Context: an optimization exercise on an open-source flow, tuned for small area. The choices shown serve that exercise and are no tape-out recipe.
In this exercise RTL edits were held to simulation tests only and were not proved equivalent to the original.
No driver is modelled on the clock port, so clocking that relies on it looks cheaper here than on a real chip.

==> trial 79 <==
## ALU_top
module ALU_top(
    input clk,
    input [31:0] a,
    input [31:0] b,
    input [3:0] f,
    output reg [31:0] y,
    output reg [3:0] zero
    );
Settings: LEC_CHECK=0, CAP_MARGIN=20, CORE_MARGIN=2, CORE_UTILIZATION=70, SLEW_MARGIN=20, SYNTH_HIERARCHICAL=1, SYNTH_MINIMUM_KEEP_SIZE=1; clock period 4.5 ns.
standard.sh (not shown) runs the stock make flow with config.mk's settings and CLKGATE_MAP_FILE= SYNTH_SCRIPT=/design/flow/synth_recipe.tcl, a recipe that flattens the netlist after the stock synthesis.
==> flow/flow/run.sh <==
#!/bin/bash
# The standard layout (standard.sh), with these changes:
#  - synthesis maps to the x1 (or x0) size of every cell: the platform's
#    don't-use list plus the larger sizes (flow/synth_dont_use.txt); ABC
#    otherwise upsizes the one-gate modules for a load they do not have.
#    Placement and timing repair may still use every size;
#  - the port buffers are the smallest buffer cell (buf_1);
#  - clock tree: clkbuf_4 buffers and no dummy loads, then each clock buffer
#    is sized to the smallest clkbuf that keeps the slew at the flip-flop
#    clock pins under 120 ps (flow/clk_size.tcl).
# Each step's output goes to a log file of its own here; ORFS's own logs are
# under orfs/logs.
set -euo pipefail
R=orfs/results/sky130hd/ALU_top/base
bash standard.sh synth "DONT_USE_CELLS=$(cat flow/synth_dont_use.txt)" > synth.log 2>&1
export BUFFER_PORTS_ARGS="-buffer_cell sky130_fd_sc_hd__buf_1"
export CTS_ARGS="-sink_clustering_enable -repair_clock_nets -dont_use_dummy_load -buf_list sky130_fd_sc_hd__clkbuf_4"
bash standard.sh cts > place_cts.log 2>&1
ODB_IN=$R/4_cts.odb ODB_OUT=$R/4_cts.odb SDC_IN=$R/4_cts.sdc \
  LIB=$FLOW_HOME/platforms/sky130hd/lib/sky130_fd_sc_hd__tt_025C_1v80.lib \
  PLATFORM_DIR=$FLOW_HOME/platforms/sky130hd CLK_SLEW_TARGET=0.120 CLK_ROOT_SLEW_TARGET=0.25 \
  openroad -no_splash -exit flow/clk_size.tcl > clk_size.log 2>&1
bash standard.sh > route_finish.log 2>&1
Other scripts of this flow, unchanged in this note and not shown: flow/flow/clk_size.tcl, flow/flow/synth_dont_use.txt
==> inputs of build 74, as changes to trial 79 <==
--- a/flow/config.mk
+++ b/flow/config.mk
@@ -8,5 +8,5 @@
 export CAP_MARGIN = 20
 export CORE_MARGIN = 2
-export CORE_UTILIZATION = 70
+export CORE_UTILIZATION = 80
 export SLEW_MARGIN = 20
 export SYNTH_HIERARCHICAL = 1
==> summary of the runs <==
- Build 74 ended with an error in global routing on GRT-0232. Trial 79 ran to the end with no violations.
- In area after synthesis, trial 79 and build 74 do not differ.
- Synthesized cell count is the same in trial 79 and build 74.

========
==> 05-19: inputs <==
Another version of the RTL of ALU_top (not shown whole).
==> flow/design.v (excerpt) <==
module ALU_top(
    input clk,
    input [31:0] a,
    input [31:0] b,
    input [3:0] f,
    output reg [31:0] y,
    output reg [3:0] zero
    );
Settings: LEC_CHECK=0, CAP_MARGIN=20, CORE_MARGIN=2, CORE_UTILIZATION=40, SLEW_MARGIN=20, SYNTH_HIERARCHICAL=1, SYNTH_MINIMUM_KEEP_SIZE=1; clock period 4.5 ns.
==> flow/flow/run.sh <==
#!/bin/bash
# The standard layout (standard.sh), with these changes:
#  - synthesis maps to the x1 (or x0) size of every cell: the platform's
#    don't-use list plus the larger sizes (flow/synth_dont_use.txt); ABC
#    otherwise upsizes the one-gate modules for a load they do not have.
#    Placement and timing repair may still use every size;
#  - the port buffers are the smallest buffer cell (buf_1);
#  - clock tree: clkbuf_8 buffers and no dummy loads.
# Each step's output goes to a log file of its own here; ORFS's own logs are
# under orfs/logs.
set -euo pipefail
bash standard.sh synth "DONT_USE_CELLS=$(cat flow/synth_dont_use.txt)" > synth.log 2>&1
export BUFFER_PORTS_ARGS="-buffer_cell sky130_fd_sc_hd__buf_1"
export CTS_ARGS="-sink_clustering_enable -repair_clock_nets -dont_use_dummy_load -buf_list sky130_fd_sc_hd__clkbuf_8"
bash standard.sh > layout.log 2>&1
Other scripts of this flow, unchanged in this note and not shown: flow/flow/synth_dont_use.txt
==> 03-26: changes against 05-19 <==
--- a/flow/flow/run.sh
+++ b/flow/flow/run.sh
@@ -6,5 +6,5 @@
 #    Placement and timing repair may still use every size;
 #  - the port buffers are the smallest buffer cell (buf_1);
-#  - clock tree: clkbuf_8 buffers and no dummy loads.
+#  - clock tree: clkbuf_4 buffers and no dummy loads.
 # Each step's output goes to a log file of its own here; ORFS's own logs are
 # under orfs/logs.
@@ -12,4 +12,4 @@
 bash standard.sh synth "DONT_USE_CELLS=$(cat flow/synth_dont_use.txt)" > synth.log 2>&1
 export BUFFER_PORTS_ARGS="-buffer_cell sky130_fd_sc_hd__buf_1"
-export CTS_ARGS="-sink_clustering_enable -repair_clock_nets -dont_use_dummy_load -buf_list sky130_fd_sc_hd__clkbuf_8"
+export CTS_ARGS="-sink_clustering_enable -repair_clock_nets -dont_use_dummy_load -buf_list sky130_fd_sc_hd__clkbuf_4"
 bash standard.sh > layout.log 2>&1
Settings changed: CORE_UTILIZATION 40 to 70.
==> run summary <==
- 03-26 died in synthesis (1_2_yosys). 05-19 never finished: it broke off in synthesis (1_2_yosys).

-- static timing again, ports no longer ideal --
No port has a modelled driver above. Below, the same layout with a new extraction and two added sets of constraints.
Step 1 assumes that a clkbuf_16 drives the clock port and a buf_2 every other input.
Step 2 moves the port delays by t, midway between the first and last clock arrival at a register: inputs arrive t later, outputs are due t later. That takes back most of the time a late clock gives input paths.
Slacks: no drivers / after step 1 / after step 2; pairs: no drivers / after step 1.
run: trial 79
t (ns): 0.443
setup slack, ns: 0.413 / 0.413 / 0.413
worst data-port slew with drivers (ns): 0.04
After both steps setup and hold are still met in trial 79. For trial 79, drivers alone change the setup slack by 0.000 ns; drivers and shift together by 0.000 ns.
